This is an optimization exercise on Yosys and OpenROAD, whose aim is small area, not a production implementation.
Function was checked by simulation only, so behaviour that the tests miss may differ from the original.
Power figures rest on the tool's default switching activity, not on a simulated workload.

## before
## matrix_multiper
module matrix_multiper #(
	parameter DSIZE	= 8,
	parameter MSIZE	= 8
)(
	input				clock,
	input [DSIZE-1:0]	iR,
	input [DSIZE-1:0]	iG,
	input [DSIZE-1:0]	iB,
	input [MSIZE-1:0]	M00,
	input [MSIZE-1:0]	M01,
	input [MSIZE-1:0]	M02,
	input [MSIZE-1:0]	M10,
	input [MSIZE-1:0]	M11,
	input [MSIZE-1:0]	M12,
	input [MSIZE-1:0]	M20,
	input [MSIZE-1:0]	M21,
	input [MSIZE-1:0]	M22,
	output[DSIZE-1:0]	Ro,
	output[DSIZE-1:0]	Go,
	output[DSIZE-1:0]	Bo
);
Size in the first run: ~1300 cells after synthesis, roughly 120 flip-flops, roughly 120 I/O pins, ~0.015 mm2 of cells after synthesis.
Settings: LEC_CHECK=0, CAP_MARGIN=20, CORE_MARGIN=2, CORE_UTILIZATION=40, GPL_TIMING_DRIVEN=0, SETUP_SLACK_MARGIN=0.1, SLEW_MARGIN=20, SYNTH_HIERARCHICAL=1; clock period 6.0 ns.
standard.sh (not shown) runs the stock make flow with config.mk's settings and CLKGATE_MAP_FILE= SYNTH_SCRIPT=/design/flow/synth_recipe.tcl, a recipe that flattens the netlist after the stock synthesis.
==> flow/flow/run.sh <==
#!/bin/bash
# The standard layout with two changes that only shrink cells:
#  - port buffers are the smallest buffer (buf_1) instead of the delay buffer
#    buffer_ports picks by default;
#  - clock tree synthesis uses smaller clock buffers and no dummy loads.
set -euo pipefail
export BUFFER_PORTS_ARGS="-buffer_cell sky130_fd_sc_hd__buf_1"
export CTS_ARGS="-sink_clustering_enable -repair_clock_nets -dont_use_dummy_load -buf_list {sky130_fd_sc_hd__clkbuf_4 sky130_fd_sc_hd__clkbuf_8} -root_buf sky130_fd_sc_hd__clkbuf_8 -sink_clustering_size 30 -sink_clustering_max_diameter 120"
bash standard.sh finish > flow_make.log 2>&1
before reached the end of the flow, and the finished layout is clean on the timing, DRC and antenna checks.
Setup changes, before to after
==> flow/flow/run.sh <==
#!/bin/bash
# The standard layout with two changes that only shrink cells:
#  - port buffers are the smallest buffer (buf_1) instead of the delay buffer
#    buffer_ports picks by default;
#  - clock tree synthesis uses smaller clock buffers and no dummy loads.
set -euo pipefail
export BUFFER_PORTS_ARGS="-buffer_cell sky130_fd_sc_hd__buf_1"
export CTS_ARGS="-sink_clustering_enable -repair_clock_nets -dont_use_dummy_load -buf_list {sky130_fd_sc_hd__clkbuf_4 sky130_fd_sc_hd__clkbuf_8} -root_buf sky130_fd_sc_hd__clkbuf_8"
bash standard.sh finish > flow_make.log 2>&1
### Flow results
- after finished end to end and its layout was clean on timing, DRC and antenna.
- Reported for before and after, time the worst path needs with I/O delays and setup turned out identical to the last digit.
- Compared before against after; clock latency at the later pin of the worst-skew pair within noise.
- Diff after..before | highest fanout seen on the critical path | unchanged
- Between after and before, the combined area of the multi-input logic cells figures differ only marginally.
- Number of placed cells counting well taps: before vs after identical
- Diff after..before | global-route usage | unchanged
- Summed instance area of the synthesized netlist: before vs after identical
- Diff before..after | die height | negligible
- Reported for before and after, met2 usage turned out identical to the last digit.
- Re number of antenna diodes: no difference whatsoever between after and before.

========
Another version of the RTL of matrix_multiper (not shown whole).
For scale: ~140 flip-flops, about 0.015 mm^2 of cells after synthesis.
## matrix_multiper
module matrix_multiper #(
	parameter DSIZE	= 8,
	parameter MSIZE	= 8
)(
	input				clock,
	input [DSIZE-1:0]	iR,
	input [DSIZE-1:0]	iG,
	input [DSIZE-1:0]	iB,
	input [MSIZE-1:0]	M00,
	input [MSIZE-1:0]	M01,
	input [MSIZE-1:0]	M02,
	input [MSIZE-1:0]	M10,
	input [MSIZE-1:0]	M11,
	input [MSIZE-1:0]	M12,
	input [MSIZE-1:0]	M20,
	input [MSIZE-1:0]	M21,
	input [MSIZE-1:0]	M22,
	output[DSIZE-1:0]	Ro,
	output[DSIZE-1:0]	Go,
	output[DSIZE-1:0]	Bo
);
export LEC_CHECK = 0
export CAP_MARGIN = 20
export CORE_MARGIN = 2
export CORE_UTILIZATION = 40
export GPL_TIMING_DRIVEN = 0
export SLEW_MARGIN = 20
export SYNTH_HIERARCHICAL = 1
create_clock -name core_clock -period 6.0 [get_ports {clock}]
==> flow/flow/run.sh <==
#!/bin/bash
# The standard layout with two changes that only shrink cells:
#  - port buffers are the smallest buffer (buf_1) instead of the delay buffer
#    buffer_ports picks by default;
#  - clock tree synthesis uses smaller clock buffers and no dummy loads.
set -euo pipefail
export BUFFER_PORTS_ARGS="-buffer_cell sky130_fd_sc_hd__buf_1"
export CTS_ARGS="-sink_clustering_enable -repair_clock_nets -dont_use_dummy_load -buf_list {sky130_fd_sc_hd__clkbuf_4 sky130_fd_sc_hd__clkbuf_8} -root_buf sky130_fd_sc_hd__clkbuf_8"
bash standard.sh finish > flow_make.log 2>&1
The first run produced a clean layout.
==> next run, changes <==
==> flow/flow/run.sh (replaced) <==
#!/bin/bash
# The standard layout, except that the port buffers are the smallest buffer
# (buf_1) instead of the delay buffer buffer_ports picks by default.
set -euo pipefail
export BUFFER_PORTS_ARGS="-buffer_cell sky130_fd_sc_hd__buf_1"
bash standard.sh finish > flow_make.log 2>&1
What happened: Synthesized cell count stays the same; critical path depth does not change; wire length increases slightly; register-to-register slack is worse by 0.02 ns; clock skew decreases by 0.016 ns; power increases by a few percent; sequential share of layout area decreases by 0.28 points; sequential power stays flat.

re-timing with driven ports:
The results above use ideal ports. As a check the final layouts listed here were re-extracted and re-timed, cells and wires unchanged.
Step 1 (the two cells are an assumption about what drives the block):
set clk [get_ports {clock}]
set_driving_cell -lib_cell sky130_fd_sc_hd__clkbuf_16 $clk
set_driving_cell -lib_cell sky130_fd_sc_hd__buf_2 [delete_from_list [all_inputs] $clk]
Step 2, shift: input delay + t, output delay - t, t = (earliest + latest rising clock arrival at the registers) / 2. This alone moves slack from input paths to output paths.
Slacks: ideal ports / drivers / drivers and shift; pairs: ideal ports / drivers.
| run | shift t [ns] | slack for setup (ns) | hold WS [ns] | latest minus earliest clock arrival (ns) | pins driven straight from the clock port |
|---|---|---|---|---|---|
| before | 0.502 | 0.301 / 0.319 / -0.183 | 0.296 / 0.296 / 0.296 | 0.030 / 0.029 | 1 |
| after | 0.502 | 0.301 / 0.319 / -0.183 | 0.296 / 0.296 / 0.296 | 0.030 / 0.029 | 1 |
| the first run of note 2 | 0.513 | 0.370 / 0.394 / -0.119 | 0.313 / 0.313 / 0.313 | 0.029 / 0.030 | 1 |
| the second run of note 2 | 0.493 | 0.391 / 0.402 / -0.092 | 0.322 / 0.322 / 0.322 | 0.011 / 0.011 | 1 |
With both steps, setup timing fails in every run listed, where it was met with ideal ports. The setup slack of the first run of note 2, which loses most, moves by +0.024 ns with the drivers and by -0.489 ns with both steps.
